Source: an optimization exercise on an open RTL-to-GDS flow (aim: a short achievable clock period and few clock cycles). Production flows keep margins and buffers that such runs may drop. The clock port is modelled as an ideal driver; clocking choices that lean on that would not hold on a real chip. Power and IR drop assume default switching activity.

==> 10-02 <==
==> flow/design.v <==
module contador_de_programa(
    input  wire       clk,
    input  wire       reset,
    input  wire [6:0] cantidad_instrucciones,
    output reg  [6:0] o_contador,    
    output reg  [6:0] n_r,           
    output reg        f_valido,      
    output reg        f_ultimo       
);
reg  [6:0] pc;
wire       activo    = (pc != n_r);
wire [6:0] siguiente = pc + 7'd1;
always @(posedge clk) begin
    if (reset) begin
        pc         <= 7'd0;
        o_contador <= 7'd0;
        n_r        <= cantidad_instrucciones;
    end else if (activo) begin
        pc         <= siguiente;
        o_contador <= siguiente;
    end
end
always @(posedge clk) begin
    f_valido <= activo;
    f_ultimo <= (siguiente == n_r);
end
endmodule
module unidad_control
(
    input  [3:0] instruction,
    output       op_and,
    output       op_or,
    output       op_add,
    output       op_sub,
    output       op_slt,
    output       op_nor,
    output       op_sw,
    output       op_lw,
    output       write_enable_RB,
    output       valido
);
assign op_and = (instruction == 4'd0);
assign op_or  = (instruction == 4'd1);
assign op_add = (instruction == 4'd2);
assign op_sub = (instruction == 4'd3);
assign op_slt = (instruction == 4'd4);
assign op_nor = (instruction == 4'd5);
assign op_sw  = (instruction == 4'd6);
assign op_lw  = (instruction == 4'd7);
assign write_enable_RB = (instruction <= 4'd5);
assign valido = !instruction[3];
endmodule
module ks_add(input [31:0] a, input [31:0] b, input cin, output [31:0] s, output cout);
wire [31:0] p0 = a ^ b;
wire [31:0] g0 = a & b;
wire [31:0] G [0:5];
wire [31:0] P [0:5];
assign G[0] = {g0[31:1], g0[0] | (p0[0] & cin)};
assign P[0] = p0;
genvar l, i;
generate
  for (l = 0; l < 5; l = l + 1) begin : lv
    for (i = 0; i < 32; i = i + 1) begin : bt
      if (i >= (1 << l)) begin : c
        assign G[l+1][i] = G[l][i] | (P[l][i] & G[l][i - (1 << l)]);
        assign P[l+1][i] = P[l][i] & P[l][i - (1 << l)];
      end else begin : n
        assign G[l+1][i] = G[l][i];
        assign P[l+1][i] = P[l][i];
      end
    end
  end
endgenerate
wire [31:0] c = {G[5][30:0], cin};
assign s = p0 ^ c;
assign cout = G[5][31];
endmodule
module alu(
    input         op_and,
    input         op_or,
    input         op_add,
    input         op_sub,
    input         op_slt,
    input         op_nor,
    input  [31:0] din1_alu,
    input  [31:0] din2_alu,
    output [31:0] result_alu,
    output        zero_alu
);
wire [31:0] a = din1_alu;
wire [31:0] b = din2_alu;
wire [31:0] r_and = a & b;
wire [31:0] r_or  = a | b;
wire [31:0] r_add, r_sub;
wire        c_add, c_sub;
ks_add u_add(.a(a), .b(b),  .cin(1'b0), .s(r_add), .cout(c_add));
ks_add u_sub(.a(a), .b(~b), .cin(1'b1), .s(r_sub), .cout(c_sub));
wire lt = ~c_sub;
assign result_alu = ({32{op_and}} & r_and)
                  | ({32{op_or}}  & r_or)
                  | ({32{op_nor}} & ~r_or)
                  | ({32{op_add}} & r_add)
                  | ({32{op_sub}} & r_sub)
                  | {31'd0, op_slt & lt};
wire [31:0] t = a ^ b;
wire        z_add = (t == {r_or[30:0], 1'b0});
assign zero_alu = (op_and & ~|r_and)
                | (op_or  & ~|r_or)
                | (op_nor & &r_or)
                | (op_add & z_add)
                | (op_sub & (a == b))
                | (op_slt & ~lt);
endmodule
module banco_de_registros(
    input  wire        clk,
    input  wire        reset,
    input  wire [4:0]  read_address_1,
    input  wire [4:0]  read_address_2,
    input  wire [4:0]  write_address,
    input  wire [31:0] data_write,
    input  wire        write_enable,
    output wire [31:0] data_register_1,
    output wire [31:0] data_register_2
);
reg [31:0] mem [0:31];
function [31:0] valor_inicial(input [4:0] r);
    case (r)
        5'd0:  valor_inicial = 32'h000000DE;
        5'd1:  valor_inicial = 32'h0000006F;
        5'd2:  valor_inicial = 32'h00000064;
        5'd3:  valor_inicial = 32'h000000C8;
        5'd7:  valor_inicial = 32'h00000014;
        5'd8:  valor_inicial = 32'h00000015;
        5'd9:  valor_inicial = 32'h00000016;
        5'd10: valor_inicial = 32'h00000052;
        5'd11: valor_inicial = 32'h0000001B;
        5'd12: valor_inicial = 32'h7FFFFFF3;
        5'd16: valor_inicial = 32'h00000017;
        5'd17: valor_inicial = 32'h00000018;
        5'd18: valor_inicial = 32'h00000019;
        default: valor_inicial = 32'h00000000;
    endcase
endfunction
integer i;
always @(posedge clk) begin
    if (reset) begin
        for (i = 0; i < 32; i = i + 1)
            mem[i] <= valor_inicial(i[4:0]);
    end else if (write_enable) begin
        mem[write_address] <= data_write;
    end
end
assign data_register_1 = mem[read_address_1];
assign data_register_2 = mem[read_address_2];
endmodule
module ram(
    input  wire        clk,
    input  wire [4:0]  address,
    input  wire [31:0] din,
    input  wire        write_enable,
    output wire [31:0] dout
);
reg [31:0] mem [0:31];
always @(posedge clk) begin
    if (write_enable)
        mem[address] <= din;
end
assign dout = mem[address];
endmodule
module jericalla_evolucion(
    input  wire        clk,
    input  wire        reset,
    input  wire [6:0]  cantidad_instrucciones,
    output wire [6:0]  imem_addr,
    input  wire [18:0] imem_data,
    output reg  [31:0] data_out,
    output reg         zf,
    output reg         valid,
    output reg         done
);
reg rst_r;
always @(posedge clk) rst_r <= reset;
wire [6:0] n_r;
wire       f_v, f_last;
contador_de_programa contador_de_programa_inst(
    .clk(clk),
    .reset(reset),
    .cantidad_instrucciones(cantidad_instrucciones),
    .o_contador(imem_addr),
    .n_r(n_r),
    .f_valido(f_v),
    .f_ultimo(f_last)
);
reg [18:0] ir;
always @(posedge clk) ir <= imem_data;
wire d_and, d_or, d_add, d_sub, d_slt, d_nor, d_sw, d_lw, d_we, d_res;
unidad_control unidad_control_inst(
    .instruction(ir[18:15]),
    .op_and(d_and), .op_or(d_or), .op_add(d_add), .op_sub(d_sub),
    .op_slt(d_slt), .op_nor(d_nor), .op_sw(d_sw), .op_lw(d_lw),
    .write_enable_RB(d_we),
    .valido(d_res)
);
wire [4:0] rs1 = ir[9:5];
wire [4:0] rs2 = ir[4:0];
reg        x_v, x_last, x_res, x_we;
reg        x_and, x_or, x_add, x_sub, x_slt, x_nor, x_sw, x_lw;
reg [4:0]  x_rd;
reg [31:0] x_a, x_b;
reg        w_we;
reg [4:0]  w_rd;
reg [31:0] w_val;
wire [31:0] rf_a, rf_b, alu_result;
wire        alu_zero;
banco_de_registros banco_de_registros_inst(
    .clk(clk),
    .reset(rst_r),
    .read_address_1(rs1),
    .read_address_2(rs2),
    .write_address(w_rd),
    .data_write(w_val),
    .write_enable(w_we),
    .data_register_1(rf_a),
    .data_register_2(rf_b)
);
wire fe_a = x_v && x_we && (x_rd == rs1);
wire fw_a = w_we && (w_rd == rs1);
wire fe_b = x_v && x_we && (x_rd == rs2);
wire fw_b = w_we && (w_rd == rs2);
wire [31:0] d_a = fe_a ? alu_result : fw_a ? w_val : rf_a;
wire [31:0] d_b = fe_b ? alu_result : fw_b ? w_val : rf_b;
always @(posedge clk) begin
    x_v    <= !rst_r && f_v;
    x_last <= f_last;
    x_res  <= d_res;
    x_we   <= d_we;
    x_and  <= d_and;
    x_or   <= d_or;
    x_add  <= d_add;
    x_sub  <= d_sub;
    x_slt  <= d_slt;
    x_nor  <= d_nor;
    x_sw   <= d_sw;
    x_lw   <= d_lw;
    x_rd   <= ir[14:10];
    x_a    <= d_a;
    x_b    <= d_b;
end
alu alu_inst(
    .op_and(x_and), .op_or(x_or), .op_add(x_add), .op_sub(x_sub),
    .op_slt(x_slt), .op_nor(x_nor),
    .din1_alu(x_a),
    .din2_alu(x_b),
    .result_alu(alu_result),
    .zero_alu(alu_zero)
);
wire [31:0] ram_dout;
ram ram_inst(
    .clk(clk),
    .address(x_a[4:0]),
    .din(x_b),
    .write_enable(!rst_r && x_v && x_sw),
    .dout(ram_dout)
);
reg done_pre;
always @(posedge clk)
    done_pre <= rst_r ? (n_r == 7'd0) : (done_pre || (f_v && f_last));
always @(posedge clk) begin
    data_out <= x_lw ? ram_dout : x_sw ? x_b : alu_result;
    w_val    <= alu_result;
    w_rd     <= x_rd;
    if (rst_r) begin
        valid <= 1'b0;
        zf    <= 1'b0;
        done  <= (n_r == 7'd0);
        w_we  <= 1'b0;
    end else begin
        valid <= x_v && x_res;
        if (x_v && x_we)
            zf <= alu_zero;
        done  <= done_pre;
        w_we  <= x_v && x_we;
    end
end
endmodule
==> flow/flow/run.sh <==
#!/bin/bash
# Standard ORFS layout (the standard.sh, standard synthesis unchanged),
# with repair_timing aiming for a setup slack margin, so that the resizer
# works on paths well below the 10 ns clock (the SDC is not changed), and a
# placement step before CTS that moves each output port's flip-flop halfway towards
# its output buffer (flow/move_out.tcl).
set -euo pipefail
MARGIN=${MARGIN:-7}
HERE=$(pwd)
bash standard.sh SETUP_SLACK_MARGIN=$MARGIN PRE_CTS_TCL=$HERE/flow/move_out.tcl finish > standard_make.log 2>&1
==> flow/flow/move_out.tcl <==
# Move each flip-flop that drives an output port's buffer halfway towards
# that buffer (which sits at the port), then legalize. Shortens the wire between
# the flip-flop and the output buffer; the clock tree is built afterwards.
set block [ord::get_db_block]
set moved 0
foreach bterm [$block getBTerms] {
  if {[$bterm getIoType] != "OUTPUT"} { continue }
  set net [$bterm getNet]
  if {$net == "NULL"} { continue }
  set buf ""
  foreach it [$net getITerms] {
    if {[$it isOutputSignal]} { set buf [$it getInst] }
  }
  if {$buf == ""} { continue }
  set innet ""
  foreach it [$buf getITerms] {
    if {[$it isInputSignal]} { set innet [$it getNet] }
  }
  if {$innet == "" || $innet == "NULL"} { continue }
  set drv ""
  foreach it [$innet getITerms] {
    if {[$it isOutputSignal]} { set drv [$it getInst] }
  }
  if {$drv == ""} { continue }
  set mname [[$drv getMaster] getName]
  if {![string match "*df*" $mname]} { continue }
  lassign [$buf getLocation] bx by
  lassign [$drv getLocation] fx fy
  $drv setLocation [expr {($bx + $fx) / 2}] [expr {($by + $fy) / 2}]
  incr moved
}
puts "move_out: moved $moved flip-flops towards their output buffers"
detailed_placement
==> flow/standard.sh <==
#!/bin/bash
# synth_recipe.tcl (not shown) runs the flow's synth.tcl, then flattens the netlist and writes it again
# the make line also repeats each setting of config.mk as NAME=value (left out here)
make -C /OpenROAD-flow-scripts/flow DESIGN_CONFIG=/design/flow/config.mk WORK_HOME=/design/flow/orfs CLKGATE_MAP_FILE= SYNTH_SCRIPT=/design/flow/synth_recipe.tcl "${@:-finish}"
==> flow/config.mk <==
export PLATFORM = sky130hd
export DESIGN_NAME = jericalla_evolucion
export DESIGN_NICKNAME = jericalla_evolucion
export VERILOG_FILES = /design/flow/design.v
export SDC_FILE = /design/flow/constraint.sdc
export NUM_CORES = 4
export LEC_CHECK = 0
export CAP_MARGIN = 20
export CORE_MARGIN = 2
export CORE_UTILIZATION = 65
export CTS_CLUSTER_DIAMETER = 150
export CTS_CLUSTER_SIZE = 24
export PLACE_DENSITY = 0.75
export SLEW_MARGIN = 20
==> flow/constraint.sdc <==
create_clock -name core_clock -period 10.0 [get_ports {clk}]
set_input_delay 2.0000 -clock core_clock [delete_from_list [all_inputs] [get_ports {clk}]]
set_output_delay 2.0000 -clock core_clock [all_outputs]
set_load 0.01 [all_outputs]
==> inputs of 12-17, as changes to 10-02 <==
--- a/flow/design.v
+++ b/flow/design.v
@@ -156,7 +156,8 @@
 module ram(
     input  wire        clk,
-    input  wire [4:0]  address,
+    input  wire [4:0]  write_address,
     input  wire [31:0] din,
     input  wire        write_enable,
+    input  wire [4:0]  read_address,
     output wire [31:0] dout
 );
@@ -164,7 +165,7 @@
 always @(posedge clk) begin
     if (write_enable)
-        mem[address] <= din;
-end
-assign dout = mem[address];
+        mem[write_address] <= din;
+end
+assign dout = mem[read_address];
 endmodule
 module jericalla_evolucion(
@@ -204,8 +205,9 @@
 wire [4:0] rs1 = ir[9:5];
 wire [4:0] rs2 = ir[4:0];
-reg        x_v, x_last, x_res, x_we;
+reg        x_vres, x_vwe, x_vsw, x_fin;   
 reg        x_and, x_or, x_add, x_sub, x_slt, x_nor, x_sw, x_lw;
 reg [4:0]  x_rd;
 reg [31:0] x_a, x_b;
+reg [31:0] x_m;                          
 reg        w_we;
 reg [4:0]  w_rd;
@@ -224,15 +226,26 @@
     .data_register_2(rf_b)
 );
-wire fe_a = x_v && x_we && (x_rd == rs1);
+wire fe_a = x_vwe && (x_rd == rs1);
 wire fw_a = w_we && (w_rd == rs1);
-wire fe_b = x_v && x_we && (x_rd == rs2);
+wire fe_b = x_vwe && (x_rd == rs2);
 wire fw_b = w_we && (w_rd == rs2);
 wire [31:0] d_a = fe_a ? alu_result : fw_a ? w_val : rf_a;
 wire [31:0] d_b = fe_b ? alu_result : fw_b ? w_val : rf_b;
-always @(posedge clk) begin
-    x_v    <= !rst_r && f_v;
-    x_last <= f_last;
-    x_res  <= d_res;
-    x_we   <= d_we;
+wire [31:0] ram_dout;
+ram ram_inst(
+    .clk(clk),
+    .write_address(x_a[4:0]),
+    .din(x_b),
+    .write_enable(x_vsw),
+    .read_address(d_a[4:0]),
+    .dout(ram_dout)
+);
+wire fm = x_vsw && (x_a[4:0] == d_a[4:0]);
+wire d_go = !rst_r && f_v;
+always @(posedge clk) begin
+    x_vres <= d_go && d_res;
+    x_vwe  <= d_go && d_we;
+    x_vsw  <= d_go && d_sw;
+    x_fin  <= d_go && f_last;
     x_and  <= d_and;
     x_or   <= d_or;
@@ -246,4 +259,5 @@
     x_a    <= d_a;
     x_b    <= d_b;
+    x_m    <= fm ? x_b : ram_dout;
 end
 alu alu_inst(
@@ -255,31 +269,12 @@
     .zero_alu(alu_zero)
 );
-wire [31:0] ram_dout;
-ram ram_inst(
-    .clk(clk),
-    .address(x_a[4:0]),
-    .din(x_b),
-    .write_enable(!rst_r && x_v && x_sw),
-    .dout(ram_dout)
-);
-reg done_pre;
-always @(posedge clk)
-    done_pre <= rst_r ? (n_r == 7'd0) : (done_pre || (f_v && f_last));
-always @(posedge clk) begin
-    data_out <= x_lw ? ram_dout : x_sw ? x_b : alu_result;
+always @(posedge clk) begin
+    data_out <= x_lw ? x_m : x_sw ? x_b : alu_result;
     w_val    <= alu_result;
     w_rd     <= x_rd;
-    if (rst_r) begin
-        valid <= 1'b0;
-        zf    <= 1'b0;
-        done  <= (n_r == 7'd0);
-        w_we  <= 1'b0;
-    end else begin
-        valid <= x_v && x_res;
-        if (x_v && x_we)
-            zf <= alu_zero;
-        done  <= done_pre;
-        w_we  <= x_v && x_we;
-    end
-end
-endmodule
+    valid <= !rst_r && x_vres;
+    zf    <= !rst_r && ((x_vwe && alu_zero) || (!x_vwe && zf));
+    done  <= rst_r ? (n_r == 7'd0) : (done || x_fin);
+    w_we  <= !rst_r && x_vwe;
+end
+endmodule
--- a/flow/flow/run.sh
+++ b/flow/flow/run.sh
@@ -3,5 +3,5 @@
 # with repair_timing aiming for a setup slack margin, so that the resizer
 # works on paths well below the 10 ns clock (the SDC is not changed), and a
-# placement step before CTS that moves each output port's flip-flop halfway towards
+# placement step before CTS that moves each output port's flip-flop next to
 # its output buffer (flow/move_out.tcl).
 set -euo pipefail
--- a/flow/flow/move_out.tcl
+++ b/flow/flow/move_out.tcl
@@ -1,4 +1,4 @@
-# Move each flip-flop that drives an output port's buffer halfway towards
-# that buffer (which sits at the port), then legalize. Shortens the wire between
+# Move each flip-flop that drives an output port's buffer next to that
+# buffer (which sits at the port), then legalize. Shortens the wire between
 # the flip-flop and the output buffer; the clock tree is built afterwards.
 set block [ord::get_db_block]
@@ -25,9 +25,8 @@
   set mname [[$drv getMaster] getName]
   if {![string match "*df*" $mname]} { continue }
-  lassign [$buf getLocation] bx by
-  lassign [$drv getLocation] fx fy
-  $drv setLocation [expr {($bx + $fx) / 2}] [expr {($by + $fy) / 2}]
+  lassign [$buf getLocation] x y
+  $drv setLocation $x $y
   incr moved
 }
-puts "move_out: moved $moved flip-flops towards their output buffers"
+puts "move_out: moved $moved flip-flops next to their output buffers"
 detailed_placement
==> summary.txt <==
- Utilization: 10-02 is lower than 12-17 (0.68 points).
- Combinational power: 10-02 is lower than 12-17 (15%).
- Against 10-02, the clock skew of 12-17 is higher by 0.0059 ns.
- Against 10-02, the clock power of 12-17 is larger by about 2%.
- Between 12-17 and 10-02, the lower sequential share of layout area is in 12-17 (gap 0.43 points).
Function was not checked in any run of this note: the RTL went through the layout flow alone.

-- separate check: timing with driven ports --
The flow's constraints put no driver on any port. The routed layouts listed below were extracted and timed again, unchanged, in two steps.
Step 1 sets driving cells, clkbuf_16 on the clock port and buf_2 on the other inputs (assumed; they add their load-dependent delay and slew).
Step 2 also shifts input and output timing later by t, the mid clock arrival at the registers, as if the neighbouring blocks saw the same clock.
Three values: no drivers, after step 1, after step 2; two values: the first two.
| run | t (ns) | slack for setup (ns) | worst setup path after step 2 |
|---|---|---|---|
| 10-02 | 0.851 | 6.665 / 6.657 / 6.665 | register to register |
| 12-17 | 0.869 | 6.336 / 6.336 / 6.336 | register to register |
After both steps every run listed still meets setup and hold.
